Background: an optimization exercise with open tools, aiming at small area, a short achievable clock period and few clock cycles. Do not read the settings as production practice. The RTL was checked by simulation tests, not by an equivalence proof against the original design. No activity file was given, so power comes from the tool's default toggle rates.

## milestone1
module milestone1(
   input  logic        clock,
   input  logic        resetn,
   input  logic [15:0] SRAM_read_data,
   output logic [17:0] SRAM_address,
   output logic [15:0] SRAM_write_data,
   output logic        SRAM_we_n,
   input  logic        M1_start,
   output logic        M1_end
);
Settings: LEC_CHECK=0, CAP_MARGIN=20, CORE_MARGIN=2, CORE_UTILIZATION=60, CTS_CLUSTER_DIAMETER=100, CTS_CLUSTER_SIZE=30, PLACE_DENSITY=0.75, SLEW_MARGIN=20, SYNTH_HIERARCHICAL=1, SYNTH_MINIMUM_KEEP_SIZE=0, TNS_END_PERCENT=20; clock period 11.0 ns.
standard.sh (not shown) runs the stock make flow with config.mk's settings and CLKGATE_MAP_FILE= SYNTH_SCRIPT=/design/flow/synth_recipe.tcl, a recipe that flattens the netlist after the stock synthesis.
==> flow/flow/run.sh <==
#!/bin/bash
# The standard layout; the timing repair aims at a tighter setup target
# (repair_timing setup margin), and the clock tree is built without dummy loads.
# Clock and constraints are unchanged.
set -euo pipefail
bash standard.sh SETUP_SLACK_MARGIN=7.7 "CTS_ARGS=-sink_clustering_enable -repair_clock_nets -sink_clustering_size 30 -sink_clustering_max_diameter 100 -dont_use_dummy_load" finish > standard.log 2>&1
The first run ran to the end with no violations.
Testbench counts at the start, summed over its fixed seeds: cycles 1,157,880.
Change:
Settings changed: CORE_UTILIZATION 60 to 70, PLACE_DENSITY 0.75 to 0.85, TNS_END_PERCENT 20 to not set.
Global-route usage came out higher by 5.7 points.
Routed wire length came out higher by about 6%.
Sequential power hardly moves.
Utilization climbs by 10 points.

---

## run C
milestone1 again, from the RTL that the note above started with.
==> flow/config.mk <==
export PLATFORM = sky130hd
export DESIGN_NAME = milestone1
export DESIGN_NICKNAME = milestone1
export VERILOG_FILES = /design/flow/design.v
export SDC_FILE = /design/flow/constraint.sdc
export NUM_CORES = 4
export LEC_CHECK = 0
export CAP_MARGIN = 20
export CORE_MARGIN = 2
export CORE_UTILIZATION = 60
export CTS_CLUSTER_DIAMETER = 100
export CTS_CLUSTER_SIZE = 30
export GPL_ROUTABILITY_DRIVEN = 0
export PLACE_DENSITY = 0.75
export SLEW_MARGIN = 20
export SYNTH_HIERARCHICAL = 1
export SYNTH_MINIMUM_KEEP_SIZE = 0
==> flow/constraint.sdc <==
create_clock -name core_clock -period 11.0 [get_ports {clock}]
set_input_delay 2.2000 -clock core_clock [delete_from_list [all_inputs] [get_ports {clock}]]
set_output_delay 2.2000 -clock core_clock [all_outputs]
set_load 0.01 [all_outputs]
Scripts as last shown in full above: flow/flow/run.sh
Run C closes out successfully: all stages finished, all timing, DRC and antenna checks passed.
Testbench counts of run C, summed over its fixed seeds: cycles 1,157,880.
Here is what was changed in the inputs of run X compared with run C.
- GPL_ROUTABILITY_DRIVEN: 0 -> unset
- PLACE_DENSITY: 0.75 -> unset
Of run C and run X, the run reporting the lower clock skew was run X. The run showing the smaller number of diodes is run X. Compared run C against run X; register share of the cell area within noise. | share of power burned in the clock network | run X vs run C | 0.2 points higher |. Relative to run C, final-stage net count has gone up in run X. Post-layout minimum cycle time in run X is 0.0055 ns below run C.

---

Starting RTL as in the previous note.
clock: 11.0 ns
lec_check: 0
cap_margin: 20
core_margin: 2
core_utilization: 60
cts_cluster_diameter: 100
cts_cluster_size: 30
place_density: 0.75
slew_margin: 20
synth_hierarchical: 1
synth_minimum_keep_size: 0
Scripts as last shown in full above: flow/flow/run.sh
Testbench counts at the start, summed over its fixed seeds: cycles 1,157,880.
Rerun with:
==> flow/flow/run.sh (replaced) <==
#!/bin/bash
# The standard layout; the timing repair aims at a tighter setup target
# (repair_timing setup margin), and the clock tree is built without dummy loads.
# Clock and constraints are unchanged.
set -euo pipefail
bash standard.sh SETUP_SLACK_MARGIN=7.7 "CTS_ARGS=-sink_clustering_enable -repair_clock_nets -sink_clustering_size 20 -sink_clustering_max_diameter 80 -buf_list sky130_fd_sc_hd__clkbuf_8 -dont_use_dummy_load" finish > standard.log 2>&1
--- a/flow/config.mk
+++ b/flow/config.mk
@@ -9,6 +9,7 @@
 export CORE_MARGIN = 2
 export CORE_UTILIZATION = 60
-export CTS_CLUSTER_DIAMETER = 100
-export CTS_CLUSTER_SIZE = 30
+export CTS_BUF_LIST = sky130_fd_sc_hd__clkbuf_8
+export CTS_CLUSTER_DIAMETER = 80
+export CTS_CLUSTER_SIZE = 20
 export PLACE_DENSITY = 0.75
 export SLEW_MARGIN = 20
Effect:
- fmax goes down by 4.0%
- setup slack degrades by 0.14 ns
- combinational power goes down by about 0.8%
- utilization climbs by 0.17 points
- area after synthesis is unchanged
- die area stays the same

---

== 01-03 ==
milestone1 again, from the RTL that the note above started with.
clock: 11.0 ns
lec_check: 0
cap_margin: 20
core_margin: 2
core_utilization: 60
cts_cluster_diameter: 100
cts_cluster_size: 30
place_density: 0.75
slew_margin: 20
synth_hierarchical: 1
synth_minimum_keep_size: 0
==> flow/flow/run.sh <==
#!/bin/bash
# The standard layout; the timing repair aims at a tighter setup target
# (repair_timing setup margin), and the clock tree is built without dummy loads.
# Clock and constraints are unchanged.
set -euo pipefail
bash standard.sh SETUP_SLACK_MARGIN=7.75 "CTS_ARGS=-sink_clustering_enable -repair_clock_nets -sink_clustering_size 30 -sink_clustering_max_diameter 100 -dont_use_dummy_load" finish > standard.log 2>&1
Testbench counts of 01-03, summed over its fixed seeds: cycles 1,157,880.
Changes in 06-16 relative to 01-03:
- a deleted PLACE_DENSITY that had been 0.75
- a change of CORE_UTILIZATION from 60 to 40
==> flow/flow/run.sh <==
#!/bin/bash
# The standard layout; the timing repair aims at a tighter setup target
# (repair_timing setup margin), and the clock tree is built without dummy loads.
# Clock and constraints are unchanged.
set -euo pipefail
bash standard.sh SETUP_SLACK_MARGIN=7.7 "CTS_ARGS=-sink_clustering_enable -repair_clock_nets -sink_clustering_size 30 -sink_clustering_max_diameter 100 -dont_use_dummy_load" finish > standard.log 2>&1
### Flow results
A startpoint of the worst setup timing path of SRAM_write_data[0] is what 06-16 shows, while we belongs to 01-03. The lower setup slack of 06-16 and 01-03 is in 06-16. 06-16 against 01-03: worst vdd rail ir drop has decreased; count of clock-net buffers in the final layout increased by 2 relative to the old numbers. Re post-placement worst setup slack: 06-16 and 01-03 aren't equal, and the higher value belongs to 01-03. Taking 06-16 as 1.0, 01-03 lands at 0.67 on die area. Status: multi-input combinational cell count parity (01-03, 06-16).

afterwards: timing with drivers on the ports:
The flow's constraints put no driver on any port. The routed layouts listed below were extracted and timed again, unchanged, in two steps. Step 1, drivers: a clkbuf_16 drives clock and a buf_2 each remaining input, both assumed. Step 2 moves the port delays by t, midway between the first and last clock arrival at a register: inputs arrive t later, outputs are due t later. That takes back most of the time a late clock gives input paths. Three values: ideal, step 1, step 2; two values: the first two.
run | shift t [ns] | setup slack, ns | worst setup path after step 2 | latest minus earliest clock arrival (ns)
the first run of note 1 | 0.559 | 7.635 / 7.583 / 7.763 | register to register | 0.073 / 0.073
the second run of note 1 | 0.558 | 7.702 / 7.648 / 7.734 | input to register | 0.081 / 0.081
run C | 0.560 | 7.694 / 7.640 / 7.792 | register to register | 0.068 / 0.069
run X | 0.566 | 7.700 / 7.644 / 7.787 | register to register | 0.058 / 0.059
the first run of note 3 | 0.559 | 7.704 / 7.652 / 7.764 | register to register | 0.073 / 0.073
the second run of note 3 | 0.657 | 7.565 / 7.512 / 7.768 | register to register | 0.119 / 0.118
01-03 | 0.561 | 7.701 / 7.649 / 7.796 | register to register | 0.074 / 0.074
06-16 | 0.588 | 7.663 / 7.604 / 7.792 | register to register | 0.054 / 0.054
After both steps every run listed still meets setup and hold.
